This is an optimization exercise on Yosys and OpenROAD, whose aim is small area and a short achievable clock period, not a production implementation.
At most, simulation tests tie the RTL to the original design; equivalence was not proved.
Function not checked in run 2: the RTL went through the layout flow alone.
Power figures rest on the tool's default switching activity, not on a simulated workload.

## flow/design.v (module list and top-level ports; edited modules follow where they fit)
// module fp_multiplier: 1594 lines
// module fa3: 4 lines
// module ha2: 4 lines
module fp_multiplier(input [31:0] a, input [31:0] b, output [31:0] out, input clk,
	input rst, input in_valid, output out_valid);
  // ...
==> flow/run.sh <==
#!/bin/bash
# synth_recipe.tcl (not shown) runs the flow's synth.tcl, then flattens the netlist and writes it again
# the make line also repeats each setting of config.mk as NAME=value (left out here)
make -C /OpenROAD-flow-scripts/flow DESIGN_CONFIG=/design/flow/config.mk WORK_HOME=/design/flow/orfs CLKGATE_MAP_FILE= SYNTH_SCRIPT=/design/flow/synth_recipe.tcl finish
==> flow/config.mk <==
export PLATFORM = sky130hd
export DESIGN_NAME = fp_multiplier
export DESIGN_NICKNAME = fp_multiplier
export VERILOG_FILES = /design/flow/design.v
export SDC_FILE = /design/flow/constraint.sdc
export NUM_CORES = 4
export LEC_CHECK = 0
export CAP_MARGIN = 20
export CORE_MARGIN = 2
export CORE_UTILIZATION = 40
export CTS_BUF_LIST = sky130_fd_sc_hd__clkbuf_4 sky130_fd_sc_hd__clkbuf_8
export CTS_CLUSTER_DIAMETER = 100
export CTS_CLUSTER_SIZE = 16
export SLEW_MARGIN = 20
export SYNTH_HIERARCHICAL = 1
==> flow/constraint.sdc <==
create_clock -name core_clock -period 2.5 [get_ports {clk}]
set_input_delay 0.5000 -clock core_clock [delete_from_list [all_inputs] [get_ports {clk}]]
set_output_delay 0.5000 -clock core_clock [all_outputs]
set_load 0.01 [all_outputs]
==> results_dict.tcl, run 1 <==
set metrics [dict create \
    slowest_stage "dfxtp_1" \
    crit_top_cell "fa_1" \
    min_from "a[9]" \
    status "complete, no violations" \
    ys_top_cells_by_count "363 x dfxtp_1, 239 x xnor2_1, 174 x a221oi_1, 167 x a22o_1, 164 x fa_1" \
    final_hold_viol_count 0 \
    crit_path_end "n844_r2$_DFF_P_" \
    critPathArrivalTime_ns 2.93 \
    postLayoutCellArea_um2 24860 \
    clockBufferCount 27 \
    ctsResizeCount 120 \
    power_density_nw_per_um2 1050 \
    rsz0062_at_grt "yes" \
    synth_warnings 7 \
    worst_setup_hold_path_clk_slew_ns 0.09 \
    setup_viol 0 \
    core_area_um2 53500 \
    insertion_delay_ns 0.64 \
    vias 15841 \
    pg_seq_mw 9.44 \
    wl_met3_mm 5.154 \
    dominant_cells "multi-input combinational cells" \
    busiest_layer "met2" \
    ys_top_cells_by_area "dfxtp_1 34%, fa_1 15%, xnor2_1 9.7%" \
    numCtsBuffers 26 \
    fillCellCount 4986 \
    drc 0 \
    syn-mean-instance-area_um2 10.92 \
    grt_usage_pct 21.13 \
    multi_input_area_share_pct 53.30 \
    grtUsageMet2_pct 33.39 \
    pre_cts_ws_ns -0.8255 \
    synth_ff_type "dfxtp_1" \
    hold_ws_ns 0.08245 \
    switchingPower_mw 9.851 \
    place.gp.congestion 0.9250 \
]
==> inputs of run 2 (changes only) <==
--- a/flow/design.v
+++ b/flow/design.v
@@ -8,14 +8,15 @@
 	wire [1:0] cl_s0 = {fo, fz | fn};           
 	wire sg_s0 = (a[31] ^ b[31]) & ~fz & ~fn;
 	wire [7:0] e_s0 = ea + eb + 8'd129;         
-	reg a1_r1, a0_r1, n255_r1, n260_r1, b2_r1, n259_r1, a2_r1, n225_r1, n261_r1, a3_r1, n226_r1, a4_r1, n227_r1, a5_r1, n228_r1, a6_r1, n229_r1, a7_r1, n230_r1, a8_r1, n231_r1, a9_r1, n232_r1, a10_r1, n233_r1, a11_r1, n234_r1, a12_r1, n235_r1, a13_r1, n236_r1, a14_r1, n237_r1, a15_r1, n238_r1, a16_r1, n239_r1, a17_r1, n240_r1, a18_r1, n241_r1, a19_r1, n242_r1, a20_r1, n243_r1, a21_r1, n244_r1, a22_r1, n245_r1, n246_r1, n247_r1, n223_r1, n301_r1, n306_r1, n292_r1, n305_r1, n307_r1, n347_r1, n352_r1, n338_r1, n351_r1, n353_r1, n393_r1, n398_r1, n384_r1, n397_r1, n399_r1, n439_r1, n444_r1, n430_r1, n443_r1, n445_r1, n485_r1, n490_r1, n476_r1, n489_r1, n491_r1, n531_r1, n536_r1, n522_r1, n535_r1, n537_r1, n576_r1, n581_r1, n567_r1, n580_r1, n582_r1, n625_r2, n627_r2, n631_r2, n637_r2, n642_r2, n643_r2, n650_r2, n654_r2, n649_r2, n656_r2, n651_r2, n662_r2, n657_r2, n664_r2, n672_r2, n665_r2, n674_r2, n682_r2, n675_r2, n684_r2, n692_r2, n685_r2, n694_r2, n704_r2, n695_r2, n706_r2, n703_r2, n714_r2, n705_r2, n716_r2, n707_r2, n715_r2, n726_r2, n717_r2, n728_r2, n727_r2, n740_r2, n729_r2, n742_r2, n741_r2, n754_r2, n743_r2, n756_r2, n764_r2, n753_r2, n755_r2, n766_r2, n768_r2, n757_r2, n767_r2, n769_r2, n782_r2, n784_r2, n798_r2, n785_r2, n800_r2, n799_r2, n812_r2, n801_r2, n814_r2, n820_r1, n811_r2, n826_r2, n813_r2, n828_r2, n815_r2, n821_r1, n827_r2, n842_r2, n829_r2, n844_r2, n852_r1, n591_r1, n858_r2, n843_r2, n845_r2, n860_r2, n853_r1, n874_r2, n861_r2, n876_r2, n873_r2, n886_r2, n875_r2, n888_r2, n877_r2, n887_r2, n900_r2, n889_r2, n902_r2, n897_r1, n914_r2, n903_r2, n916_r2, n926_r2, n917_r2, n928_r2, n938_r2, n929_r2, n940_r2, n948_r2, n939_r2, n950_r2, n941_r2, n958_r2, n951_r2, n960_r2, n968_r2, n961_r2, n970_r2, n967_r1, n971_r2, n980_r2, n981_r2, n988_r2, n989_r2, n996_r2, n995_r2, n1002_r2, n997_r2, n616_r2, n618_r2, n623_r2, n626_r2, n630_r2, n636_r2, n735_r3, n748_r3, n777_r3, n790_r3, n791_r3, n804_r3, n867_r3, n880_r3, n975_r3, n982_r3, n983_r3, n990_r3, n991_r3, n998_r3, n999_r3, n1004_r3, n1005_r3, n1010_r2, n1010_r3, n1011_r2, n1011_r3, n1016_r2, n1016_r3, n1017_r2, n1020_r2, n1021_r2, n1024_r2, n1124_r2, n1039_r2, n1038_r2, n1141_r3, n1139_r3, n1140_r3, n1142_r3, n1143_r3, n1069_r3, n1068_r3, n1070_r3, n1071_r3, n1077_r3, n1076_r3, n1081_r3, n1079_r3, n1082_r3, n1083_r3, n1089_r3, n1087_r3, n1093_r3, n1090_r3, n1092_r3, n1091_r3, n1097_r3, n1095_r3, n1101_r3, n1099_r3, n1117_r3, n1115_r3, n1153_r3, n1157_r3, n1161_r3, n1163_r3, n1114_r3, n1171_r3, n1078_r3, n1094_r3, n1185_r3, n1086_r3, n1119_r2, n1119_r3, n1305_r4, n1259_r4, n1257_r4, n1261_r4, n1263_r4, n1265_r4, n1267_r4, n1269_r4, n1271_r4, n1273_r4, n1275_r4, n1277_r4, n1279_r4, n1281_r4, n1283_r4, n1285_r4, n1287_r4, n1289_r4, n1291_r4, n1293_r4, n1295_r4, n1297_r4, n1299_r4, n1301_r4, n1303_r4, e_s00_r1, e_s00_r2, e_s00_r3, e_s01_r1, e_s01_r2, e_s01_r3, e_s02_r1, e_s02_r2, e_s02_r3, e_s03_r1, e_s03_r2, e_s03_r3, e_s04_r1, e_s04_r2, e_s04_r3, e_s05_r1, e_s05_r2, e_s05_r3, e_s06_r1, e_s06_r2, e_s06_r3, e_s07_r1, e_s07_r2, e_s07_r3, cl_s01_r1, cl_s01_r2, cl_s01_r3, cl_s00_r1, cl_s00_r2, cl_s00_r3, n1362_r4, n1346_r4, n1364_r4, n1348_r4, n1366_r4, n1350_r4, n1368_r4, n1352_r4, n1370_r4, n1354_r4, n1372_r4, n1356_r4, n1374_r4, n1358_r4, n1376_r4, n1360_r4, n1385_r4, n1386_r4, sg_s0_r1, sg_s0_r2, sg_s0_r3, sg_s0_r4;
+	reg n255_r1, a0_r1, n260_r1, b2_r1, a1_r1, n259_r1, n76_r1, a2_r1, n225_r1, n261_r1, a3_r1, n226_r1, a4_r1, n227_r1, a5_r1, n228_r1, a6_r1, n229_r1, a7_r1, n230_r1, a8_r1, n231_r1, a9_r1, n232_r1, a10_r1, n233_r1, a11_r1, n234_r1, a12_r1, n235_r1, a13_r1, n236_r1, a14_r1, n237_r1, a15_r1, n238_r1, a16_r1, n239_r1, a17_r1, n240_r1, a18_r1, n241_r1, a19_r1, n242_r1, a20_r1, n243_r1, a21_r1, n244_r1, a22_r1, n245_r1, n246_r1, n247_r1, n223_r1, n301_r1, n306_r1, n292_r1, n305_r1, n307_r1, n347_r1, n352_r1, n338_r1, n351_r1, n353_r1, n393_r1, n398_r1, n384_r1, n397_r1, n399_r1, n439_r1, n444_r1, n430_r1, n443_r1, n445_r1, n485_r1, n490_r1, n476_r1, n489_r1, n491_r1, n531_r1, n536_r1, n522_r1, n535_r1, n537_r1, n576_r1, n581_r1, n567_r1, n580_r1, n582_r1, n631_r2, n633_r2, n637_r2, n642_r2, n643_r2, n650_r2, n654_r2, n649_r2, n656_r2, n651_r2, n662_r2, n657_r2, n664_r2, n672_r2, n665_r2, n674_r2, n682_r2, n675_r2, n684_r2, n692_r2, n685_r2, n694_r2, n704_r2, n695_r2, n706_r2, n703_r2, n714_r2, n705_r2, n716_r2, n707_r2, n715_r2, n726_r2, n717_r2, n728_r2, n727_r2, n740_r2, n729_r2, n742_r2, n741_r2, n754_r2, n743_r2, n756_r2, n764_r2, n753_r2, n755_r2, n766_r2, n768_r2, n757_r2, n767_r2, n782_r2, n769_r2, n784_r2, n785_r2, n798_r2, n800_r2, n799_r2, n812_r2, n801_r2, n814_r2, n820_r1, n811_r2, n826_r2, n813_r2, n828_r2, n815_r2, n821_r1, n827_r2, n842_r2, n829_r2, n844_r2, n837_r1, n591_r1, n858_r2, n843_r2, n845_r2, n860_r2, n868_r1, n874_r2, n861_r2, n876_r2, n869_r1, n873_r2, n886_r2, n875_r2, n888_r2, n877_r2, n887_r2, n900_r2, n889_r2, n902_r2, n910_r1, n914_r2, n903_r2, n916_r2, n911_r1, n926_r2, n917_r2, n928_r2, n938_r2, n929_r2, n940_r2, n935_r1, n948_r2, n939_r2, n950_r2, n941_r2, n958_r2, n951_r2, n960_r2, n968_r2, n961_r2, n970_r2, n976_r1, n971_r2, n980_r2, n977_r1, n981_r2, n988_r2, n989_r2, n996_r2, n993_r1, n995_r2, n1002_r2, n997_r2, n616_r2, n618_r2, n630_r2, n632_r2, n636_r2, n749_r3, n762_r3, n1010_r2, n1011_r2, n1016_r2, n1017_r2, n1020_r2, n1021_r2, n1024_r2, n1124_r2, n1039_r2, n1038_r2, n1041_r2, n1040_r2, n1065_r3, n1062_r3, n1064_r3, n1141_r3, n1139_r3, n1140_r3, n1067_r3, n1066_r3, n1143_r3, n1073_r3, n1070_r3, n1072_r3, n1071_r3, n1077_r3, n1074_r3, n1076_r3, n1075_r3, n1081_r3, n1078_r3, n1080_r3, n1079_r3, n1085_r3, n1082_r3, n1084_r3, n1083_r3, n1089_r3, n1086_r3, n1088_r3, n1087_r3, n1093_r3, n1090_r3, n1092_r3, n1091_r3, n1097_r3, n1095_r3, n1101_r3, n1099_r3, n1105_r3, n1103_r3, n1109_r3, n1107_r3, n1113_r3, n1111_r3, n1117_r3, n1115_r3, n1161_r3, n1163_r3, n1165_r3, n1106_r3, n1167_r3, n1169_r3, n1114_r3, n1171_r3, n1094_r3, n1185_r3, n1110_r3, n1102_r3, n1119_r2, n1119_r3, n1305_r4, n1259_r4, n1257_r4, n1261_r4, n1263_r4, n1265_r4, n1267_r4, n1269_r4, n1271_r4, n1273_r4, n1275_r4, n1277_r4, n1279_r4, n1281_r4, n1283_r4, n1285_r4, n1287_r4, n1289_r4, n1291_r4, n1293_r4, n1295_r4, n1297_r4, n1299_r4, n1301_r4, n1303_r4, e_s00_r1, e_s00_r2, e_s00_r3, e_s01_r1, e_s01_r2, e_s01_r3, e_s02_r1, e_s02_r2, e_s02_r3, e_s03_r1, e_s03_r2, e_s03_r3, e_s04_r1, e_s04_r2, e_s04_r3, e_s05_r1, e_s05_r2, e_s05_r3, e_s06_r1, e_s06_r2, e_s06_r3, e_s07_r1, e_s07_r2, e_s07_r3, cl_s01_r1, cl_s01_r2, cl_s01_r3, cl_s00_r1, cl_s00_r2, cl_s00_r3, n1362_r4, n1346_r4, n1364_r4, n1348_r4, n1366_r4, n1350_r4, n1368_r4, n1352_r4, n1370_r4, n1354_r4, n1372_r4, n1356_r4, n1374_r4, n1358_r4, n1376_r4, n1360_r4, cl_s01_r4, cl_s00_r4, sg_s0_r1, sg_s0_r2, sg_s0_r3, sg_s0_r4;
 	always @(posedge clk) begin
-		a1_r1 <= a[1];
-		a0_r1 <= a[0];
 		n255_r1 <= n255;
+		a0_r1 <= a[0];
 		n260_r1 <= n260;
 		b2_r1 <= b[2];
+		a1_r1 <= a[1];
 		n259_r1 <= n259;
+		n76_r1 <= n76;
 		a2_r1 <= a[2];
 		n225_r1 <= n225;
 		n261_r1 <= n261;
@@ -97,9 +98,8 @@
 		n567_r1 <= n567;
 		n580_r1 <= n580;
 		n582_r1 <= n582;
-		n625_r2 <= n625;
-		n627_r2 <= n627;
 		n631_r2 <= n631;
+		n633_r2 <= n633;
 		n637_r2 <= n637;
 		n642_r2 <= n642;
 		n643_r2 <= n643;
@@ -147,11 +147,11 @@
 		n768_r2 <= n768;
 		n757_r2 <= n757;
 		n767_r2 <= n767;
-		n769_r2 <= n769;
 		n782_r2 <= n782;
+		n769_r2 <= n769;
 		n784_r2 <= n784;
-		n798_r2 <= n798;
 		n785_r2 <= n785;
+		n798_r2 <= n798;
 		n800_r2 <= n800;
 		n799_r2 <= n799;
 		n812_r2 <= n812;
@@ -168,16 +168,17 @@
 		n842_r2 <= n842;
 		n829_r2 <= n829;
 		n844_r2 <= n844;
-		n852_r1 <= n852;
+		n837_r1 <= n837;
 		n591_r1 <= n591;
 		n858_r2 <= n858;
 		n843_r2 <= n843;
 		n845_r2 <= n845;
 		n860_r2 <= n860;
-		n853_r1 <= n853;
+		n868_r1 <= n868;
 		n874_r2 <= n874;
 		n861_r2 <= n861;
 		n876_r2 <= n876;
+		n869_r1 <= n869;
 		n873_r2 <= n873;
 		n886_r2 <= n886;
 		n875_r2 <= n875;
@@ -187,16 +188,18 @@
 		n900_r2 <= n900;
 		n889_r2 <= n889;
 		n902_r2 <= n902;
-		n897_r1 <= n897;
+		n910_r1 <= n910;
 		n914_r2 <= n914;
 		n903_r2 <= n903;
 		n916_r2 <= n916;
+		n911_r1 <= n911;
 		n926_r2 <= n926;
 		n917_r2 <= n917;
 		n928_r2 <= n928;
 		n938_r2 <= n938;
 		n929_r2 <= n929;
 		n940_r2 <= n940;
+		n935_r1 <= n935;
 		n948_r2 <= n948;
 		n939_r2 <= n939;
 		n950_r2 <= n950;
@@ -207,45 +210,28 @@
 		n968_r2 <= n968;
 		n961_r2 <= n961;
 		n970_r2 <= n970;
-		n967_r1 <= n967;
+		n976_r1 <= n976;
 		n971_r2 <= n971;
 		n980_r2 <= n980;
+		n977_r1 <= n977;
 		n981_r2 <= n981;
 		n988_r2 <= n988;
 		n989_r2 <= n989;
 		n996_r2 <= n996;
+		n993_r1 <= n993;
 		n995_r2 <= n995;
 		n1002_r2 <= n1002;
 		n997_r2 <= n997;
 		n616_r2 <= n616;
 		n618_r2 <= n618;
-		n623_r2 <= n623;
-		n626_r2 <= n626;
 		n630_r2 <= n630;
+		n632_r2 <= n632;
 		n636_r2 <= n636;
-		n735_r3 <= n735;
-		n748_r3 <= n748;
-		n777_r3 <= n777;
-		n790_r3 <= n790;
-		n791_r3 <= n791;
-		n804_r3 <= n804;
-		n867_r3 <= n867;
-		n880_r3 <= n880;
-		n975_r3 <= n975;
-		n982_r3 <= n982;
-		n983_r3 <= n983;
-		n990_r3 <= n990;
-		n991_r3 <= n991;
-		n998_r3 <= n998;
-		n999_r3 <= n999;
-		n1004_r3 <= n1004;
-		n1005_r3 <= n1005;
+		n749_r3 <= n749;
+		n762_r3 <= n762;
 		n1010_r2 <= n1010;
-		n1010_r3 <= n1010_r2;
 		n1011_r2 <= n1011;
-		n1011_r3 <= n1011_r2;
 		n1016_r2 <= n1016;
-		n1016_r3 <= n1016_r2;
 		n1017_r2 <= n1017;
 		n1020_r2 <= n1020;
 		n1021_r2 <= n1021;
@@ -253,22 +239,36 @@
 		n1124_r2 <= n1124;
 		n1039_r2 <= n1039;
 		n1038_r2 <= n1038;
+		n1041_r2 <= n1041;
+		n1040_r2 <= n1040;
+		n1065_r3 <= n1065;
+		n1062_r3 <= n1062;
+		n1064_r3 <= n1064;
 		n1141_r3 <= n1141;
 		n1139_r3 <= n1139;
 		n1140_r3 <= n1140;
-		n1142_r3 <= n1142;
+		n1067_r3 <= n1067;
+		n1066_r3 <= n1066;
 		n1143_r3 <= n1143;
-		n1069_r3 <= n1069;
-		n1068_r3 <= n1068;
+		n1073_r3 <= n1073;
 		n1070_r3 <= n1070;
+		n1072_r3 <= n1072;
 		n1071_r3 <= n1071;
 		n1077_r3 <= n1077;
+		n1074_r3 <= n1074;
 		n1076_r3 <= n1076;
+		n1075_r3 <= n1075;
 		n1081_r3 <= n1081;
+		n1078_r3 <= n1078;
+		n1080_r3 <= n1080;
 		n1079_r3 <= n1079;
+		n1085_r3 <= n1085;
 		n1082_r3 <= n1082;
+		n1084_r3 <= n1084;
 		n1083_r3 <= n1083;
 		n1089_r3 <= n1089;
+		n1086_r3 <= n1086;
+		n1088_r3 <= n1088;
 		n1087_r3 <= n1087;
 		n1093_r3 <= n1093;
 		n1090_r3 <= n1090;
@@ -278,18 +278,26 @@
 		n1095_r3 <= n1095;
 		n1101_r3 <= n1101;
 		n1099_r3 <= n1099;
+		n1105_r3 <= n1105;
+		n1103_r3 <= n1103;
+		n1109_r3 <= n1109;
+		n1107_r3 <= n1107;
+		n1113_r3 <= n1113;
+		n1111_r3 <= n1111;
 		n1117_r3 <= n1117;
 		n1115_r3 <= n1115;
-		n1153_r3 <= n1153;
-		n1157_r3 <= n1157;
 		n1161_r3 <= n1161;
 		n1163_r3 <= n1163;
+		n1165_r3 <= n1165;
+		n1106_r3 <= n1106;
+		n1167_r3 <= n1167;
+		n1169_r3 <= n1169;
 		n1114_r3 <= n1114;
 		n1171_r3 <= n1171;
-		n1078_r3 <= n1078;
 		n1094_r3 <= n1094;
 		n1185_r3 <= n1185;
-		n1086_r3 <= n1086;
+		n1110_r3 <= n1110;
+		n1102_r3 <= n1102;
 		n1119_r2 <= n1119;
 		n1119_r3 <= n1119_r2;
 		n1305_r4 <= n1305;
@@ -363,8 +371,8 @@
 		n1358_r4 <= n1358;
 		n1376_r4 <= n1376;
 		n1360_r4 <= n1360;
-		n1385_r4 <= n1385;
-		n1386_r4 <= n1386;
+		cl_s01_r4 <= cl_s01_r3;
+		cl_s00_r4 <= cl_s00_r3;
 		sg_s0_r1 <= sg_s0;
 		sg_s0_r2 <= sg_s0_r1;
 		sg_s0_r3 <= sg_s0_r2;
@@ -455,7 +463,7 @@
 	wire n1420, n1421, n1422, n1423, n1424, n1425, n1426, n1427, n1428, n1429, n1430, n1431, n1432;
 	wire n1026_nc;    
 	assign n75 = a[1] & a[0];
-	assign n76 = a1_r1 ^ a0_r1;
+	assign n76 = a[1] ^ a[0];
 	assign n77 = a[2] & a[1];
 	assign n78 = a[2] ^ a[1];
 	assign n79 = a[3] & a[2];
@@ -618,7 +626,7 @@
 	assign n260 = n248 & n250;
 	assign n261 = n248 & n251;
 	assign n262 = ((n255_r1 & a0_r1) | (n260_r1 & a0_r1)) ^ b2_r1;
-	assign n263 = ((n255_r1 & a1_r1) | (n259_r1 & a0_r1) | (n260_r1 & n76)) ^ b2_r1;
+	assign n263 = ((n255_r1 & a1_r1) | (n259_r1 & a0_r1) | (n260_r1 & n76_r1)) ^ b2_r1;
 	assign n264 = ((n255_r1 & a2_r1) | (n259_r1 & a1_r1) | (n260_r1 & n225_r1) | (n261_r1 & a0_r1)) ^ b2_r1;
 	assign n265 = ((n255_r1 & a3_r1) | (n259_r1 & a2_r1) | (n260_r1 & n226_r1) | (n261_r1 & a1_r1)) ^ b2_r1;
 	assign n266 = ((n255_r1 & a4_r1) | (n259_r1 & a3_r1) | (n260_r1 & n227_r1) | (n261_r1 & a2_r1)) ^ b2_r1;
@@ -664,7 +672,7 @@
 	assign n306 = n293 & n296;
 	assign n307 = n293 & n297;
 	assign n308 = ((n301_r1 & a0_r1) | (n306_r1 & a0_r1)) ^ n292_r1;
-	assign n309 = ((n301_r1 & a1_r1) | (n305_r1 & a0_r1) | (n306_r1 & n76)) ^ n292_r1;
+	assign n309 = ((n301_r1 & a1_r1) | (n305_r1 & a0_r1) | (n306_r1 & n76_r1)) ^ n292_r1;
 	assign n310 = ((n301_r1 & a2_r1) | (n305_r1 & a1_r1) | (n306_r1 & n225_r1) | (n307_r1 & a0_r1)) ^ n292_r1;
 	assign n311 = ((n301_r1 & a3_r1) | (n305_r1 & a2_r1) | (n306_r1 & n226_r1) | (n307_r1 & a1_r1)) ^ n292_r1;
 	assign n312 = ((n301_r1 & a4_r1) | (n305_r1 & a3_r1) | (n306_r1 & n227_r1) | (n307_r1 & a2_r1)) ^ n292_r1;
@@ -689,7 +697,7 @@
 	assign n331 = (n301_r1 | (n305_r1 & a22_r1) | (n306_r1 & n246_r1) | (n307_r1 & a21_r1)) ^ n292_r1;
 	assign n332 = (n305_r1 | (n306_r1 & n247_r1) | (n307_r1 & a22_r1)) ^ n292_r1;
 	assign n333 = ((n306_r1 & n223_r1) | n307_r1) ^ n292_r1;
-	assign n334 = ~n292_r1;
+	assign n334 = ~n292;
 	assign n335 = b[6] & b[5];
 	assign n336 = b[7] & n335;
 	assign n337 = ~n336;
@@ -710,7 +718,7 @@
 	assign n352 = n339 & n342;
 	assign n353 = n339 & n343;
 	assign n354 = ((n347_r1 & a0_r1) | (n352_r1 & a0_r1)) ^ n338_r1;
-	assign n355 = ((n347_r1 & a1_r1) | (n351_r1 & a0_r1) | (n352_r1 & n76)) ^ n338_r1;
+	assign n355 = ((n347_r1 & a1_r1) | (n351_r1 & a0_r1) | (n352_r1 & n76_r1)) ^ n338_r1;
 	assign n356 = ((n347_r1 & a2_r1) | (n351_r1 & a1_r1) | (n352_r1 & n225_r1) | (n353_r1 & a0_r1)) ^ n338_r1;
 	assign n357 = ((n347_r1 & a3_r1) | (n351_r1 & a2_r1) | (n352_r1 & n226_r1) | (n353_r1 & a1_r1)) ^ n338_r1;
 	assign n358 = ((n347_r1 & a4_r1) | (n351_r1 & a3_r1) | (n352_r1 & n227_r1) | (n353_r1 & a2_r1)) ^ n338_r1;
@@ -735,7 +743,7 @@
 	assign n377 = (n347_r1 | (n351_r1 & a22_r1) | (n352_r1 & n246_r1) | (n353_r1 & a21_r1)) ^ n338_r1;
 	assign n378 = (n351_r1 | (n352_r1 & n247_r1) | (n353_r1 & a22_r1)) ^ n338_r1;
 	assign n379 = ((n352_r1 & n223_r1) | n353_r1) ^ n338_r1;
-	assign n380 = ~n338_r1;
+	assign n380 = ~n338;
 	assign n381 = b[9] & b[8];
 	assign n382 = b[10] & n381;
 	assign n383 = ~n382;
@@ -756,7 +764,7 @@
 	assign n398 = n385 & n388;
 	assign n399 = n385 & n389;
 	assign n400 = ((n393_r1 & a0_r1) | (n398_r1 & a0_r1)) ^ n384_r1;
-	assign n401 = ((n393_r1 & a1_r1) | (n397_r1 & a0_r1) | (n398_r1 & n76)) ^ n384_r1;
+	assign n401 = ((n393_r1 & a1_r1) | (n397_r1 & a0_r1) | (n398_r1 & n76_r1)) ^ n384_r1;
 	assign n402 = ((n393_r1 & a2_r1) | (n397_r1 & a1_r1) | (n398_r1 & n225_r1) | (n399_r1 & a0_r1)) ^ n384_r1;
 	assign n403 = ((n393_r1 & a3_r1) | (n397_r1 & a2_r1) | (n398_r1 & n226_r1) | (n399_r1 & a1_r1)) ^ n384_r1;
 	assign n404 = ((n393_r1 & a4_r1) | (n397_r1 & a3_r1) | (n398_r1 & n227_r1) | (n399_r1 & a2_r1)) ^ n384_r1;
@@ -802,7 +810,7 @@
 	assign n444 = n431 & n434;
 	assign n445 = n431 & n435;
 	assign n446 = ((n439_r1 & a0_r1) | (n444_r1 & a0_r1)) ^ n430_r1;
-	assign n447 = ((n439_r1 & a1_r1) | (n443_r1 & a0_r1) | (n444_r1 & n76)) ^ n430_r1;
+	assign n447 = ((n439_r1 & a1_r1) | (n443_r1 & a0_r1) | (n444_r1 & n76_r1)) ^ n430_r1;
 	assign n448 = ((n439_r1 & a2_r1) | (n443_r1 & a1_r1) | (n444_r1 & n225_r1) | (n445_r1 & a0_r1)) ^ n430_r1;
 	assign n449 = ((n439_r1 & a3_r1) | (n443_r1 & a2_r1) | (n444_r1 & n226_r1) | (n445_r1 & a1_r1)) ^ n430_r1;
 	assign n450 = ((n439_r1 & a4_r1) | (n443_r1 & a3_r1) | (n444_r1 & n227_r1) | (n445_r1 & a2_r1)) ^ n430_r1;
@@ -827,7 +835,7 @@
 	assign n469 = (n439_r1 | (n443_r1 & a22_r1) | (n444_r1 & n246_r1) | (n445_r1 & a21_r1)) ^ n430_r1;
 	assign n470 = (n443_r1 | (n444_r1 & n247_r1) | (n445_r1 & a22_r1)) ^ n430_r1;
 	assign n471 = ((n444_r1 & n223_r1) | n445_r1) ^ n430_r1;
-	assign n472 = ~n430_r1;
+	assign n472 = ~n430;
 	assign n473 = b[15] & b[14];
 	assign n474 = b[16] & n473;
 	assign n475 = ~n474;
@@ -848,7 +856,7 @@
 	assign n490 = n477 & n480;
 	assign n491 = n477 & n481;
 	assign n492 = ((n485_r1 & a0_r1) | (n490_r1 & a0_r1)) ^ n476_r1;
-	assign n493 = ((n485_r1 & a1_r1) | (n489_r1 & a0_r1) | (n490_r1 & n76)) ^ n476_r1;
+	assign n493 = ((n485_r1 & a1_r1) | (n489_r1 & a0_r1) | (n490_r1 & n76_r1)) ^ n476_r1;
 	assign n494 = ((n485_r1 & a2_r1) | (n489_r1 & a1_r1) | (n490_r1 & n225_r1) | (n491_r1 & a0_r1)) ^ n476_r1;
 	assign n495 = ((n485_r1 & a3_r1) | (n489_r1 & a2_r1) | (n490_r1 & n226_r1) | (n491_r1 & a1_r1)) ^ n476_r1;
 	assign n496 = ((n485_r1 & a4_r1) | (n489_r1 & a3_r1) | (n490_r1 & n227_r1) | (n491_r1 & a2_r1)) ^ n476_r1;
@@ -894,7 +902,7 @@
 	assign n536 = n523 & n526;
 	assign n537 = n523 & n527;
 	assign n538 = ((n531_r1 & a0_r1) | (n536_r1 & a0_r1)) ^ n522_r1;
-	assign n539 = ((n531_r1 & a1_r1) | (n535_r1 & a0_r1) | (n536_r1 & n76)) ^ n522_r1;
+	assign n539 = ((n531_r1 & a1_r1) | (n535_r1 & a0_r1) | (n536_r1 & n76_r1)) ^ n522_r1;
 	assign n540 = ((n531_r1 & a2_r1) | (n535_r1 & a1_r1) | (n536_r1 & n225_r1) | (n537_r1 & a0_r1)) ^ n522_r1;
 	assign n541 = ((n531_r1 & a3_r1) | (n535_r1 & a2_r1) | (n536_r1 & n226_r1) | (n537_r1 & a1_r1)) ^ n522_r1;
 	assign n542 = ((n531_r1 & a4_r1) | (n535_r1 & a3_r1) | (n536_r1 & n227_r1) | (n537_r1 & a2_r1)) ^ n522_r1;
@@ -939,7 +947,7 @@
 	assign n581 = n568 & n571;
 	assign n582 = n568 & n572;
 	assign n583 = ((n576_r1 & a0_r1) | (n581_r1 & a0_r1)) ^ n567_r1;
-	assign n584 = ((n576_r1 & a1_r1) | (n580_r1 & a0_r1) | (n581_r1 & n76)) ^ n567_r1;
+	assign n584 = ((n576_r1 & a1_r1) | (n580_r1 & a0_r1) | (n581_r1 & n76_r1)) ^ n567_r1;
 	assign n585 = ((n576_r1 & a2_r1) | (n580_r1 & a1_r1) | (n581_r1 & n225_r1) | (n582_r1 & a0_r1)) ^ n567_r1;
 	assign n586 = ((n576_r1 & a3_r1) | (n580_r1 & a2_r1) | (n581_r1 & n226_r1) | (n582_r1 & a1_r1)) ^ n567_r1;
 	assign n587 = ((n576_r1 & a4_r1) | (n580_r1 & a3_r1) | (n581_r1 & n227_r1) | (n582_r1 & a2_r1)) ^ n567_r1;
@@ -975,10 +983,10 @@
 	ha2 u_n626 (n621, n624, n626, n627);
 	fa3 u_n628 (n384_r1, n400, n357, n628, n629);
 	fa3 u_n630 (n314, n271, n628, n630, n631);
-	ha2 u_n632 (n625_r2, n627_r2, n632, n633);
+	ha2 u_n632 (n625, n627, n632, n633);
 	fa3 u_n634 (n358, n401, n315, n634, n635);
 	fa3 u_n636 (n272, n629, n634, n636, n637);
-	ha2 u_n638 (n631_r2, n633, n638, n639);
+	ha2 u_n638 (n631_r2, n633_r2, n638, n639);
 	fa3 u_n640 (n402, n316, n359, n640, n641);
 	fa3 u_n642 (n273, n635, n640, n642, n643);
 	ha2 u_n644 (n637_r2, n642_r2, n644, n645);
@@ -1052,7 +1060,7 @@
 	fa3 u_n780 (n415, n458, n501, n780, n781);
 	fa3 u_n782 (n286, n329, n372, n782, n783);
 	fa3 u_n784 (n765, n778, n780, n784, n785);
-	fa3 u_n786 (n767_r2, n769_r2, n782_r2, n786, n787);
+	fa3 u_n786 (n767_r2, n782_r2, n769_r2, n786, n787);
 	fa3 u_n788 (n784_r2, n771, n786, n788, n789);
 	fa3 u_n790 (n773, n788, n775, n790, n791);
 	fa3 u_n792 (a1_r1, n587, n545, n792, n793);
@@ -1060,7 +1068,7 @@
 	fa3 u_n796 (n502, n330, n373, n796, n797);
 	fa3 u_n798 (n779, n792, n781, n798, n799);
 	fa3 u_n800 (n794, n783, n796, n800, n801);
-	fa3 u_n802 (n798_r2, n785_r2, n787, n802, n803);
+	fa3 u_n802 (n785_r2, n798_r2, n787, n802, n803);
 	fa3 u_n804 (n800_r2, n789, n802, n804, n805);
 	fa3 u_n806 (b2_r1, a2_r1, n546, n806, n807);
 	fa3 u_n808 (n588, n460, n503, n808, n809);
@@ -1087,24 +1095,24 @@
 	fa3 u_n846 (n827_r2, n842_r2, n829_r2, n846, n847);
 	fa3 u_n848 (n844_r2, n831, n846, n848, n849);
 	ha2 u_n850 (n833, n848, n850, n851);
-	assign n852 = ~(a[5] ^ n837);
+	assign n852 = ~(a5_r1 ^ n837_r1);
 	assign n853 = a[5] | n837;
-	fa3 u_n854 (n292_r1, n852_r1, n591_r1, n854, n855);
+	fa3 u_n854 (n292_r1, n852, n591_r1, n854, n855);
 	fa3 u_n856 (n506, n549, n377, n856, n857);
 	fa3 u_n858 (n420, n463, n854, n858, n859);
 	fa3 u_n860 (n839, n841, n856, n860, n861);
 	fa3 u_n862 (n858_r2, n843_r2, n845_r2, n862, n863);
 	fa3 u_n864 (n860_r2, n847, n862, n864, n865);
 	ha2 u_n866 (n849, n864, n866, n867);
-	fa3 u_n868 (a6_r1, n853_r1, n334, n868, n869);
-	fa3 u_n870 (n868, n507, n550, n870, n871);
+	fa3 u_n868 (a[6], n853, n334, n868, n869);
+	fa3 u_n870 (n868_r1, n507, n550, n870, n871);
 	fa3 u_n872 (n592, n378, n421, n872, n873);
 	fa3 u_n874 (n464, n855, n870, n874, n875);
 	fa3 u_n876 (n857, n872, n859, n876, n877);
 	fa3 u_n878 (n874_r2, n861_r2, n876_r2, n878, n879);
 	fa3 u_n880 (n863, n878, n865, n880, n881);
-	assign n882 = ~(a7_r1 ^ n869);
-	assign n883 = a7_r1 | n869;
+	assign n882 = ~(a7_r1 ^ n869_r1);
+	assign n883 = a7_r1 | n869_r1;
 	fa3 u_n884 (n882, n379, n508, n884, n885);
 	fa3 u_n886 (n551, n593, n422, n886, n887);
 	fa3 u_n888 (n465, n871, n884, n888, n889);
@@ -1119,27 +1127,27 @@
 	fa3 u_n904 (n887_r2, n900_r2, n889_r2, n904, n905);
 	fa3 u_n906 (n902_r2, n891, n904, n906, n907);
 	ha2 u_n908 (n893, n906, n908, n909);
-	fa3 u_n910 (a9_r1, n380, n897_r1, n910, n911);
-	fa3 u_n912 (n910, n553, n595, n912, n913);
+	fa3 u_n910 (a[9], n380, n897, n910, n911);
+	fa3 u_n912 (n910_r1, n553, n595, n912, n913);
 	fa3 u_n914 (n424, n467, n510, n914, n915);
 	fa3 u_n916 (n899, n912, n901, n916, n917);
 	fa3 u_n918 (n914_r2, n903_r2, n916_r2, n918, n919);
 	fa3 u_n920 (n905, n918, n907, n920, n921);
-	assign n922 = ~(a10_r1 ^ n911);
-	assign n923 = a10_r1 | n911;
+	assign n922 = ~(a10_r1 ^ n911_r1);
+	assign n923 = a10_r1 | n911_r1;
 	fa3 u_n924 (n922, n425, n554, n924, n925);
 	fa3 u_n926 (n596, n468, n511, n926, n927);
 	fa3 u_n928 (n913, n924, n915, n928, n929);
 	fa3 u_n930 (n926_r2, n917_r2, n928_r2, n930, n931);
 	ha2 u_n932 (n919, n930, n932, n933);
 	assign n934 = ~(a11_r1 ^ n384_r1);
-	assign n935 = a11_r1 | n384_r1;
+	assign n935 = a[11] | n384;
 	fa3 u_n936 (n934, n923, n597, n936, n937);
 	fa3 u_n938 (n469, n512, n555, n938, n939);
 	fa3 u_n940 (n925, n936, n927, n940, n941);
 	fa3 u_n942 (n938_r2, n929_r2, n940_r2, n942, n943);
 	ha2 u_n944 (n931, n942, n944, n945);
-	fa3 u_n946 (a12_r1, n426, n935, n946, n947);
+	fa3 u_n946 (a12_r1, n426, n935_r1, n946, n947);
 	fa3 u_n948 (n946, n598, n470, n948, n949);
 	fa3 u_n950 (n513, n556, n937, n950, n951);
 	fa3 u_n952 (n948_r2, n939_r2, n950_r2, n952, n953);
@@ -1156,21 +1164,21 @@
 	fa3 u_n970 (n558, n600, n959, n970, n971);
 	fa3 u_n972 (n968_r2, n961_r2, n970_r2, n972, n973);
 	ha2 u_n974 (n963, n972, n974, n975);
-	fa3 u_n976 (a15_r1, n472, n967_r1, n976, n977);
-	fa3 u_n978 (n976, n516, n559, n978, n979);
+	fa3 u_n976 (a[15], n472, n967, n976, n977);
+	fa3 u_n978 (n976_r1, n516, n559, n978, n979);
 	fa3 u_n980 (n601, n969, n978, n980, n981);
 	fa3 u_n982 (n971_r2, n980_r2, n973, n982, n983);
-	assign n984 = ~(a16_r1 ^ n977);
-	assign n985 = a16_r1 | n977;
+	assign n984 = ~(a16_r1 ^ n977_r1);
+	assign n985 = a16_r1 | n977_r1;
 	fa3 u_n986 (n984, n517, n560, n986, n987);
 	fa3 u_n988 (n602, n979, n986, n988, n989);
 	ha2 u_n990 (n981_r2, n988_r2, n990, n991);
 	assign n992 = ~(a17_r1 ^ n476_r1);
-	assign n993 = a17_r1 | n476_r1;
+	assign n993 = a[17] | n476;
 	fa3 u_n994 (n992, n985, n561, n994, n995);
 	fa3 u_n996 (n603, n987, n994, n996, n997);
 	ha2 u_n998 (n989_r2, n996_r2, n998, n999);
-	fa3 u_n1000 (a18_r1, n518, n993, n1000, n1001);
+	fa3 u_n1000 (a18_r1, n518, n993_r1, n1000, n1001);
 	fa3 u_n1002 (n1000, n562, n604, n1002, n1003);
 	fa3 u_n1004 (n995_r2, n1002_r2, n997_r2, n1004, n1005);
 	assign n1006 = ~(a19_r1 ^ n1001);
@@ -1198,10 +1206,10 @@
 	assign n1037 = n616_r2 ^ n618_r2;
 	assign n1038 = n620 & n622;
 	assign n1039 = n620 ^ n622;
-	assign n1040 = n623_r2 & n626_r2;
-	assign n1041 = n623_r2 ^ n626_r2;
-	assign n1042 = n630_r2 & n632;
-	assign n1043 = n630_r2 ^ n632;
+	assign n1040 = n623 & n626;
+	assign n1041 = n623 ^ n626;
+	assign n1042 = n630_r2 & n632_r2;
+	assign n1043 = n630_r2 ^ n632_r2;
 	assign n1044 = n636_r2 & n638;
 	assign n1045 = n636_r2 ^ n638;
 	assign n1046 = n639 & n644;
@@ -1224,16 +1232,16 @@
 	assign n1063 = n711 ^ n722;
 	assign n1064 = n723 & n734;
 	assign n1065 = n723 ^ n734;
-	assign n1066 = n735_r3 & n748_r3;
-	assign n1067 = n735_r3 ^ n748_r3;
-	assign n1068 = n749 & n762;
-	assign n1069 = n749 ^ n762;
+	assign n1066 = n735 & n748;
+	assign n1067 = n735 ^ n748;
+	assign n1068 = n749_r3 & n762_r3;
+	assign n1069 = n749_r3 ^ n762_r3;
 	assign n1070 = n763 & n776;
 	assign n1071 = n763 ^ n776;
-	assign n1072 = n777_r3 & n790_r3;
-	assign n1073 = n777_r3 ^ n790_r3;
-	assign n1074 = n791_r3 & n804_r3;
-	assign n1075 = n791_r3 ^ n804_r3;
+	assign n1072 = n777 & n790;
+	assign n1073 = n777 ^ n790;
+	assign n1074 = n791 & n804;
+	assign n1075 = n791 ^ n804;
 	assign n1076 = n805 & n818;
 	assign n1077 = n805 ^ n818;
 	assign n1078 = n819 & n834;
@@ -1242,8 +1250,8 @@
 	assign n1081 = n835 ^ n850;
 	assign n1082 = n851 & n866;
 	assign n1083 = n851 ^ n866;
-	assign n1084 = n867_r3 & n880_r3;
-	assign n1085 = n867_r3 ^ n880_r3;
+	assign n1084 = n867 & n880;
+	assign n1085 = n867 ^ n880;
 	assign n1086 = n881 & n894;
 	assign n1087 = n881 ^ n894;
 	assign n1088 = n895 & n908;
@@ -1260,18 +1268,18 @@
 	assign n1099 = n955 ^ n964;
 	assign n1100 = n965 & n974;
 	assign n1101 = n965 ^ n974;
-	assign n1102 = n975_r3 & n982_r3;
-	assign n1103 = n975_r3 ^ n982_r3;
-	assign n1104 = n983_r3 & n990_r3;
-	assign n1105 = n983_r3 ^ n990_r3;
-	assign n1106 = n991_r3 & n998_r3;
-	assign n1107 = n991_r3 ^ n998_r3;
-	assign n1108 = n999_r3 & n1004_r3;
-	assign n1109 = n999_r3 ^ n1004_r3;
-	assign n1110 = n1005_r3 & n1010_r3;
-	assign n1111 = n1005_r3 ^ n1010_r3;
-	assign n1112 = n1011_r3 & n1016_r3;
-	assign n1113 = n1011_r3 ^ n1016_r3;
+	assign n1102 = n975 & n982;
+	assign n1103 = n975 ^ n982;
+	assign n1104 = n983 & n990;
+	assign n1105 = n983 ^ n990;
+	assign n1106 = n991 & n998;
+	assign n1107 = n991 ^ n998;
+	assign n1108 = n999 & n1004;
+	assign n1109 = n999 ^ n1004;
+	assign n1110 = n1005 & n1010_r2;
+	assign n1111 = n1005 ^ n1010_r2;
+	assign n1112 = n1011_r2 & n1016_r2;
+	assign n1113 = n1011_r2 ^ n1016_r2;
 	assign n1114 = n1017_r2 & n1020_r2;
 	assign n1115 = n1017_r2 ^ n1020_r2;
 	assign n1116 = n1021_r2 & n1024_r2;
@@ -1284,7 +1292,7 @@
 	assign n1124 = (n1035 & n1123) | n1034;
 	assign n1125 = (n1037 & n1124_r2) | n1036;
 	assign n1126 = (n1039_r2 & n1125) | n1038_r2;
-	assign n1127 = (n1041 & n1126) | n1040;
+	assign n1127 = (n1041_r2 & n1126) | n1040_r2;
 	assign n1128 = (n1043 & n1127) | n1042;
 	assign n1129 = (n1047 & n1044) | n1046;
 	assign n1130 = n1047 & n1045;
@@ -1299,22 +1307,22 @@
 	assign n1139 = (n1138 & n1136) | n1137;
 	assign n1140 = (n1061 & n1058) | n1060;
 	assign n1141 = n1061 & n1059;
-	assign n1142 = (n1065 & n1062) | n1064;
+	assign n1142 = (n1065_r3 & n1062_r3) | n1064_r3;
 	assign n1143 = n1065 & n1063;
 	assign n1144 = (n1141_r3 & n1139_r3) | n1140_r3;
-	assign n1145 = (n1067 & n1142_r3) | n1066;
-	assign n1146 = n1067 & n1143_r3;
+	assign n1145 = (n1067_r3 & n1142) | n1066_r3;
+	assign n1146 = n1067_r3 & n1143_r3;
 	assign n1147 = (n1146 & n1144) | n1145;
-	assign n1148 = (n1069_r3 & n1147) | n1068_r3;
-	assign n1149 = (n1073 & n1070_r3) | n1072;
-	assign n1150 = n1073 & n1071_r3;
-	assign n1151 = (n1077_r3 & n1074) | n1076_r3;
-	assign n1152 = n1077_r3 & n1075;
-	assign n1153 = (n1081 & n1078) | n1080;
+	assign n1148 = (n1069 & n1147) | n1068;
+	assign n1149 = (n1073_r3 & n1070_r3) | n1072_r3;
+	assign n1150 = n1073_r3 & n1071_r3;
+	assign n1151 = (n1077_r3 & n1074_r3) | n1076_r3;
+	assign n1152 = n1077_r3 & n1075_r3;
+	assign n1153 = (n1081_r3 & n1078_r3) | n1080_r3;
 	assign n1154 = n1081_r3 & n1079_r3;
-	assign n1155 = (n1085 & n1082_r3) | n1084;
-	assign n1156 = n1085 & n1083_r3;
-	assign n1157 = (n1089 & n1086) | n1088;
+	assign n1155 = (n1085_r3 & n1082_r3) | n1084_r3;
+	assign n1156 = n1085_r3 & n1083_r3;
+	assign n1157 = (n1089_r3 & n1086_r3) | n1088_r3;
 	assign n1158 = n1089_r3 & n1087_r3;
 	assign n1159 = (n1093_r3 & n1090_r3) | n1092_r3;
 	assign n1160 = n1093_r3 & n1091_r3;
@@ -1323,40 +1331,40 @@
 	assign n1163 = (n1101 & n1098) | n1100;
 	assign n1164 = n1101_r3 & n1099_r3;
 	assign n1165 = (n1105 & n1102) | n1104;
-	assign n1166 = n1105 & n1103;
+	assign n1166 = n1105_r3 & n1103_r3;
 	assign n1167 = (n1109 & n1106) | n1108;
-	assign n1168 = n1109 & n1107;
+	assign n1168 = n1109_r3 & n1107_r3;
 	assign n1169 = (n1113 & n1110) | n1112;
-	assign n1170 = n1113 & n1111;
+	assign n1170 = n1113_r3 & n1111_r3;
 	assign n1171 = (n1117 & n1114) | n1116;
 	assign n1172 = n1117_r3 & n1115_r3;
-	assign n1173 = (n1075 & n1149) | n1074;
-	assign n1174 = n1075 & n1150;
+	assign n1173 = (n1075_r3 & n1149) | n1074_r3;
+	assign n1174 = n1075_r3 & n1150;
 	assign n1175 = (n1152 & n1149) | n1151;
 	assign n1176 = n1152 & n1150;
-	assign n1177 = (n1083_r3 & n1153_r3) | n1082_r3;
+	assign n1177 = (n1083_r3 & n1153) | n1082_r3;
 	assign n1178 = n1083_r3 & n1154;
-	assign n1179 = (n1156 & n1153_r3) | n1155;
+	assign n1179 = (n1156 & n1153) | n1155;
 	assign n1180 = n1156 & n1154;
-	assign n1181 = (n1091_r3 & n1157_r3) | n1090_r3;
+	assign n1181 = (n1091_r3 & n1157) | n1090_r3;
 	assign n1182 = n1091_r3 & n1158;
-	assign n1183 = (n1160 & n1157_r3) | n1159;
+	assign n1183 = (n1160 & n1157) | n1159;
 	assign n1184 = n1160 & n1158;
 	assign n1185 = (n1099 & n1161) | n1098;
 	assign n1186 = n1099_r3 & n1162;
 	assign n1187 = (n1164 & n1161_r3) | n1163_r3;
 	assign n1188 = n1164 & n1162;
-	assign n1189 = (n1107 & n1165) | n1106;
-	assign n1190 = n1107 & n1166;
-	assign n1191 = (n1168 & n1165) | n1167;
+	assign n1189 = (n1107_r3 & n1165_r3) | n1106_r3;
+	assign n1190 = n1107_r3 & n1166;
+	assign n1191 = (n1168 & n1165_r3) | n1167_r3;
 	assign n1192 = n1168 & n1166;
-	assign n1193 = (n1115_r3 & n1169) | n1114_r3;
+	assign n1193 = (n1115_r3 & n1169_r3) | n1114_r3;
 	assign n1194 = n1115_r3 & n1170;
-	assign n1195 = (n1172 & n1169) | n1171_r3;
+	assign n1195 = (n1172 & n1169_r3) | n1171_r3;
 	assign n1196 = n1172 & n1170;
 	assign n1197 = (n1079_r3 & n1175) | n1078_r3;
 	assign n1198 = n1079_r3 & n1176;
-	assign n1199 = (n1154 & n1175) | n1153_r3;
+	assign n1199 = (n1154 & n1175) | n1153;
 	assign n1200 = n1154 & n1176;
 	assign n1201 = (n1178 & n1175) | n1177;
 	assign n1202 = n1178 & n1176;
@@ -1370,9 +1378,9 @@
 	assign n1210 = n1186 & n1184;
 	assign n1211 = (n1188 & n1183) | n1187;
 	assign n1212 = n1188 & n1184;
-	assign n1213 = (n1111 & n1191) | n1110;
-	assign n1214 = n1111 & n1192;
-	assign n1215 = (n1170 & n1191) | n1169;
+	assign n1213 = (n1111_r3 & n1191) | n1110_r3;
+	assign n1214 = n1111_r3 & n1192;
+	assign n1215 = (n1170 & n1191) | n1169_r3;
 	assign n1216 = n1170 & n1192;
 	assign n1217 = (n1194 & n1191) | n1193;
 	assign n1218 = n1194 & n1192;
@@ -1380,7 +1388,7 @@
 	assign n1220 = n1196 & n1192;
 	assign n1221 = (n1087_r3 & n1203) | n1086_r3;
 	assign n1222 = n1087_r3 & n1204;
-	assign n1223 = (n1158 & n1203) | n1157_r3;
+	assign n1223 = (n1158 & n1203) | n1157;
 	assign n1224 = n1158 & n1204;
 	assign n1225 = (n1182 & n1203) | n1181;
 	assign n1226 = n1182 & n1204;
@@ -1394,9 +1402,9 @@
 	assign n1234 = n1210 & n1204;
 	assign n1235 = (n1212 & n1203) | n1211;
 	assign n1236 = n1212 & n1204;
-	assign n1239 = (n1103 & n1235) | n1102;
-	assign n1240 = n1103 & n1236;
-	assign n1241 = (n1166 & n1235) | n1165;
+	assign n1239 = (n1103_r3 & n1235) | n1102_r3;
+	assign n1240 = n1103_r3 & n1236;
+	assign n1241 = (n1166 & n1235) | n1165_r3;
 	assign n1242 = n1166 & n1236;
 	assign n1243 = (n1190 & n1235) | n1189;
 	assign n1244 = n1190 & n1236;
@@ -1412,9 +1420,9 @@
 	assign n1254 = n1220 & n1236;
 	assign n1257 = n1071_r3 ^ n1148;
 	assign n1258 = (n1071_r3 & n1148) | n1070_r3;
-	assign n1259 = n1073 ^ n1258;
+	assign n1259 = n1073_r3 ^ n1258;
 	assign n1260 = (n1150 & n1148) | n1149;
-	assign n1261 = n1075 ^ n1260;
+	assign n1261 = n1075_r3 ^ n1260;
 	assign n1262 = (n1174 & n1148) | n1173;
 	assign n1263 = n1077_r3 ^ n1262;
 	assign n1264 = (n1176 & n1148) | n1175;
@@ -1424,7 +1432,7 @@
 	assign n1268 = (n1200 & n1148) | n1199;
 	assign n1269 = n1083_r3 ^ n1268;
 	assign n1270 = (n1202 & n1148) | n1201;
-	assign n1271 = n1085 ^ n1270;
+	assign n1271 = n1085_r3 ^ n1270;
 	assign n1272 = (n1204 & n1148) | n1203;
 	assign n1273 = n1087_r3 ^ n1272;
 	assign n1274 = (n1222 & n1148) | n1221;
@@ -1442,17 +1450,17 @@
 	assign n1286 = (n1234 & n1148) | n1233;
 	assign n1287 = n1101_r3 ^ n1286;
 	assign n1288 = (n1236 & n1148) | n1235;
-	assign n1289 = n1103 ^ n1288;
+	assign n1289 = n1103_r3 ^ n1288;
 	assign n1290 = (n1240 & n1148) | n1239;
-	assign n1291 = n1105 ^ n1290;
+	assign n1291 = n1105_r3 ^ n1290;
 	assign n1292 = (n1242 & n1148) | n1241;
-	assign n1293 = n1107 ^ n1292;
+	assign n1293 = n1107_r3 ^ n1292;
 	assign n1294 = (n1244 & n1148) | n1243;
-	assign n1295 = n1109 ^ n1294;
+	assign n1295 = n1109_r3 ^ n1294;
 	assign n1296 = (n1246 & n1148) | n1245;
-	assign n1297 = n1111 ^ n1296;
+	assign n1297 = n1111_r3 ^ n1296;
 	assign n1298 = (n1248 & n1148) | n1247;
-	assign n1299 = n1113 ^ n1298;
+	assign n1299 = n1113_r3 ^ n1298;
 	assign n1300 = (n1250 & n1148) | n1249;
 	assign n1301 = n1115_r3 ^ n1300;
 	assign n1302 = (n1252 & n1148) | n1251;
@@ -1537,54 +1545,54 @@
 	assign n1382 = n1305_r4 ? n1372_r4 : n1356_r4;
 	assign n1383 = n1305_r4 ? n1374_r4 : n1358_r4;
 	assign n1384 = n1305_r4 ? n1376_r4 : n1360_r4;
-	assign n1385 = ~(cl_s01_r3 | cl_s00_r3);
-	assign n1386 = cl_s01_r3 & cl_s00_r3;
-	assign n1387 = n1306 & n1385_r4;
-	assign n1388 = n1387 | n1386_r4;
-	assign n1389 = n1307 & n1385_r4;
-	assign n1390 = n1389 | n1386_r4;
-	assign n1391 = n1308 & n1385_r4;
-	assign n1392 = n1391 | n1386_r4;
-	assign n1393 = n1309 & n1385_r4;
-	assign n1394 = n1393 | n1386_r4;
-	assign n1395 = n1310 & n1385_r4;
-	assign n1396 = n1395 | n1386_r4;
-	assign n1397 = n1311 & n1385_r4;
-	assign n1398 = n1397 | n1386_r4;
-	assign n1399 = n1312 & n1385_r4;
-	assign n1400 = n1399 | n1386_r4;
-	assign n1401 = n1313 & n1385_r4;
-	assign n1402 = n1401 | n1386_r4;
-	assign n1403 = n1314 & n1385_r4;
-	assign n1404 = n1403 | n1386_r4;
-	assign n1405 = n1315 & n1385_r4;
-	assign n1406 = n1405 | n1386_r4;
-	assign n1407 = n1316 & n1385_r4;
-	assign n1408 = n1407 | n1386_r4;
-	assign n1409 = n1317 & n1385_r4;
-	assign n1410 = n1409 | n1386_r4;
-	assign n1411 = n1318 & n1385_r4;
-	assign n1412 = n1411 | n1386_r4;
-	assign n1413 = n1319 & n1385_r4;
-	assign n1414 = n1413 | n1386_r4;
-	assign n1415 = n1320 & n1385_r4;
-	assign n1416 = n1415 | n1386_r4;
-	assign n1417 = n1321 & n1385_r4;
-	assign n1418 = n1417 | n1386_r4;
-	assign n1419 = n1322 & n1385_r4;
-	assign n1420 = n1419 | n1386_r4;
-	assign n1421 = n1323 & n1385_r4;
-	assign n1422 = n1421 | n1386_r4;
-	assign n1423 = n1324 & n1385_r4;
-	assign n1424 = n1423 | n1386_r4;
-	assign n1425 = n1325 & n1385_r4;
-	assign n1426 = n1425 | n1386_r4;
-	assign n1427 = n1326 & n1385_r4;
-	assign n1428 = n1427 | n1386_r4;
-	assign n1429 = n1327 & n1385_r4;
-	assign n1430 = n1429 | n1386_r4;
-	assign n1431 = n1328 & n1385_r4;
-	assign n1432 = n1431 | n1386_r4;
+	assign n1385 = ~(cl_s01_r4 | cl_s00_r4);
+	assign n1386 = cl_s01_r4 & cl_s00_r4;
+	assign n1387 = n1306 & n1385;
+	assign n1388 = n1387 | n1386;
+	assign n1389 = n1307 & n1385;
+	assign n1390 = n1389 | n1386;
+	assign n1391 = n1308 & n1385;
+	assign n1392 = n1391 | n1386;
+	assign n1393 = n1309 & n1385;
+	assign n1394 = n1393 | n1386;
+	assign n1395 = n1310 & n1385;
+	assign n1396 = n1395 | n1386;
+	assign n1397 = n1311 & n1385;
+	assign n1398 = n1397 | n1386;
+	assign n1399 = n1312 & n1385;
+	assign n1400 = n1399 | n1386;
+	assign n1401 = n1313 & n1385;
+	assign n1402 = n1401 | n1386;
+	assign n1403 = n1314 & n1385;
+	assign n1404 = n1403 | n1386;
+	assign n1405 = n1315 & n1385;
+	assign n1406 = n1405 | n1386;
+	assign n1407 = n1316 & n1385;
+	assign n1408 = n1407 | n1386;
+	assign n1409 = n1317 & n1385;
+	assign n1410 = n1409 | n1386;
+	assign n1411 = n1318 & n1385;
+	assign n1412 = n1411 | n1386;
+	assign n1413 = n1319 & n1385;
+	assign n1414 = n1413 | n1386;
+	assign n1415 = n1320 & n1385;
+	assign n1416 = n1415 | n1386;
+	assign n1417 = n1321 & n1385;
+	assign n1418 = n1417 | n1386;
+	assign n1419 = n1322 & n1385;
+	assign n1420 = n1419 | n1386;
+	assign n1421 = n1323 & n1385;
+	assign n1422 = n1421 | n1386;
+	assign n1423 = n1324 & n1385;
+	assign n1424 = n1423 | n1386;
+	assign n1425 = n1325 & n1385;
+	assign n1426 = n1425 | n1386;
+	assign n1427 = n1326 & n1385;
+	assign n1428 = n1427 | n1386;
+	assign n1429 = n1327 & n1385;
+	assign n1430 = n1429 | n1386;
+	assign n1431 = n1328 & n1385;
+	assign n1432 = n1431 | n1386;
 	reg [3:0] valid;
 	always @(posedge clk)
 		if (rst) valid <= 4'b0;
--- a/flow/config.mk
+++ b/flow/config.mk
@@ -8,7 +8,7 @@
 export CAP_MARGIN = 20
 export CORE_MARGIN = 2
 export CORE_UTILIZATION = 40
-export CTS_BUF_LIST = sky130_fd_sc_hd__clkbuf_4 sky130_fd_sc_hd__clkbuf_8
+export CTS_BUF_LIST = sky130_fd_sc_hd__clkbuf_8
 export CTS_CLUSTER_DIAMETER = 100
 export CTS_CLUSTER_SIZE = 16
 export SLEW_MARGIN = 20
==> run 2 against run 1 <==
Still clean on timing, DRC and antenna. Combinational power is 5% lower. Clock skew fell by 0.011 ns. Sequential power increased by 2.8%. Area after synthesis grew 0.30%. First-iteration DRC count shrank 9.3%. Clock-buffer cell count rose by 2. Register-to-register slack about the same. Highest routed layer unchanged.
==> results_dict.tcl, run 2 <==
set metrics [dict create \
    ys_ff_latch 371 \
    ys_seq_area_share_pct 34.37 \
    yosys.area.top_type_share_pct 34.37 \
    syn_inst 1976 \
    grt_start_max_net_pins 32 \
    synth_ff_type "dfxtp_1" \
    fillCellCount 5009 \
    hold_class "primary input to flop" \
    hpwl_mm 42.78 \
    place.gp.congestion 0.9578 \
    fin_skew_ns 0.02496 \
    p_leak_nw 10.32 \
    synth_top_area_cell "dfxtp_1" \
    largest-register "valid" \
    worst_setup_hold_path_clk_slew_ns 0.10 \
    ys_top_cells_by_count "371 x dfxtp_1, 242 x xnor2_1, 175 x clkbuf_1, 174 x a221oi_1, 166 x a22o_1" \
    setup_tns_ns 0 \
    end_kind "output port" \
    grt_usage_pct 20.81 \
    drt_iter0_markers 1630 \
    wl_per_cell_um 21.36 \
    postLayoutCellArea_um2 25190 \
    wl_mm 59.11 \
    fin_crit_ns 2.459 \
    setup_viol 0 \
    drv_slew 0 \
    port_buffers 99 \
    die_y_um 236.4 \
    finalNetCount 2438 \
    insertion_delay_ns 0.66 \
    grt_pass1_wl_mm 92.21 \
    avgViaCountPerCell 5.684 \
    core_area_um2 53600 \
    vias 15727 \
    drc 0 \
    syn-mean-instance-area_um2 10.94 \
    drive_above_1_share_pct 14.06 \
    rsz0062_at_grt "yes" \
    drt.antenna.violating_nets 0 \
    relSlewSlack_pct 51.42 \
    largest_reg_flops 4 \
    fin_ws_ns 0.04060 \
    synth_xor_area_share_pct 10.66 \
    start_kind "flop" \
    io_pins 100 \
    dr.pass1.iters 6 \
    initial_core_util_pct 40.32 \
    synth_warnings 7 \
    clock_path_buffers 3 \
    synth_edf_count 0 \
    cap_viol_max_count 0 \
    ir_worst_vdd_v 0.0005116 \
    ys_top_cells_by_area "dfxtp_1 34%, fa_1 15%, xnor2_1 9.8%" \
    synth_fp_nets 2348 \
    synth_cell_types 56 \
    synthMostInstantiatedCell "dfxtp_1" \
    slowest_stage "dfxtp_1" \
    worst-setup-path-type "flop to output port" \
    final_cell_mix "367 x dfxtp_1, 242 x xnor2_1, 168 x a221oi_1, 166 x a22o_1, 164 x fa_1" \
    synth_fa_ha_area_share_pct 23.35 \
    max_freq_mhz 406.6 \
    area_growth_pct 16.57 \
    numCtsBuffers 29 \
    rows 85 \
    period_share_pct 98.38 \
    htree_levels 1 \
    power_density_nw_per_um2 1031 \
    cts_tree "yes" \
    dpl_cell_area_um2 24390 \
    max_stage_delay_ns 0.36 \
    synth_top_family_by_area "adder cells" \
    cts_num_sinks 371 \
    die_x_um 236.4 \
    final_hold_viol_count 0 \
    globalRoute.totalOverflow 0 \
    pre_cts_ws_ns -0.8802 \
    yosys.area_share.simple_pct 4.423 \
    worst_pin_slew_ns 0.7277 \
    critPathArrivalTime_ns 1.96 \
    dpl.cell_count 2715 \
    cts-root-buf "clkbuf_8" \
    synth-compound-area-share_pct 19.93 \
    critPathMaxFanout 5 \
    ys_async_sr_fraction_pct 0 \
    status "complete, no violations" \
    fin_cells 2767 \
    dieArea_um2 55910 \
    muxShareOfSynthArea_pct 1.725 \
    syn_area_um2 21610 \
    antenna_found_initial 1 \
    final_common_cell "dfxtp_1" \
    required_ns 2.00 \
    cp_cell_sequence "or2_4, buf_12, o21ai_0, clkdlybuf4s15_1" \
    grt_pass1_vias 16343 \
]
[run 2: path summary, 6_finish.rpt]
path         slack, ns                to  cells after the start         startpoint
max reg2reg       0.06   n800_r2$_DFF_P_                      7    n398_r1$_DFF_P_
min               0.12     a1_r1$_DFF_P_                      2               a[1]
max               0.04           out[18]                      4  cl_s00_r4$_DFF_P_
min reg2reg       0.33  e_s05_r3$_DFF_P_                      0   e_s05_r2$_DFF_P_
[run 2: area by class of cell]
type                       instances  area [µm²]  share of cell area, %
timing repair buffer             282        2959                  11.75
multi-input combinational       1319       13200                  52.39
antenna                            1       2.502               0.009933
clock buffer                      29       399.1                  1.584
clock inverter                     6       91.34                 0.3626
sequential                       371        7435                  29.51
inverter                          63       236.5                 0.9387
tap                              696       870.8                  3.457
[run 2: cell families after synthesis]
| group | after synthesis |
|---|---|
| AOI/OAI and AO/OA | 537 |
| DFF | 371 |
| adders and majority gates | 305 |
| buffers and inverters | 287 |
| xor gates and xnor gates | 263 |
| and+or+nand+nor | 177 |
| muxes | 36 |
[run 2: worst max-delay path, delay by kind of cell (launching register included)]
kind | cells | cell delay (ns)
buffers and inverters | 2 | 0.44
flip-flops | 1 | 0.36
AND/OR/NAND/NOR | 1 | 0.30
AO/OA/AOI/OAI | 1 | 0.22
[run 2: repair_timing]
action	CTS	global route
pin swaps	7	21
cloned	0	2
hold buffers	0	1
resized for setup	46	60
setup buffers	3	10
endpoints found under the setup margin	33	30
endpoints found under the hold margin	0	1
[run 2: through the flow]
stage,power [mW],hold WS [ns],utilization (%)
after detailed placement,23.12,0.3121,45.50
final,25.99,0.1228,47.00
after global routing,28.68,0.1085,47.00
after global placement,22.77,0.3121,45.50
after CTS,26.18,0.1355,46.41
after floorplan,18.54,0.3096,-
[run 2: routing by layer]
| metal | vias to the layer above | GRT usage, % | wire length, µm |
|---|---|---|---|
| li1 | 7221 | - | - |
| met1 | 7606 | 27.36 | 25370 |
| met2 | 755 | 33.87 | 27190 |
| met3 | 145 | 4.073 | 4574 |
| met4 | 0 | 7.883 | 1965 |
| met5 | - | 0 | 0 |
[run 2: power breakdown]
group / leakage [nW] / total (mW) / internal (mW) / switching [mW]
Combinational: 6.95 / 13.2 / 6.64 / 6.55
Sequential: 3.12 / 9.70 / 8.29 / 1.41
Clock: 0.252 / 3.10 / 1.19 / 1.91
[run 2: per-module statistics from Yosys, one instance, submodules excluded]
module	cells inside	times used	area, µm²	flip-flops and latches
fp_multiplier	1781	1	17980	371
fa3	1	159	20.02	0
ha2	1	36	12.51	0

separate check: timing with driven ports:
In the flow no input, the clock included, has a driving cell. The finished layouts below were timed again as built, in two steps. Step 1: set_driving_cell puts a clkbuf_16 on clk and a buf_2 on each other input, an assumption about the parent block. Step 2 moves the port delays by t, midway between the first and last clock arrival at a register: inputs arrive t later, outputs are due t later. That takes back most of the time a late clock gives input paths. Three values: ideal, step 1, step 2; two values: the first two.
run	t, ns	setup WS [ns]	hold slack, ns	worst setup path after step 2	worst slew at a driven data input, ns
run 1	0.677	0.058 / 0.029 / -0.548	0.082 / 0.052 / 0.325	input to register	0.04
run 2	0.700	0.041 / -0.019 / -0.554	0.123 / 0.087 / 0.332	input to register	0.05
With both steps, setup timing fails in run 1 and run 2, where it was met with ideal ports. For run 1, which loses most, drivers alone change the setup slack by -0.029 ns; drivers and shift together by -0.606 ns.
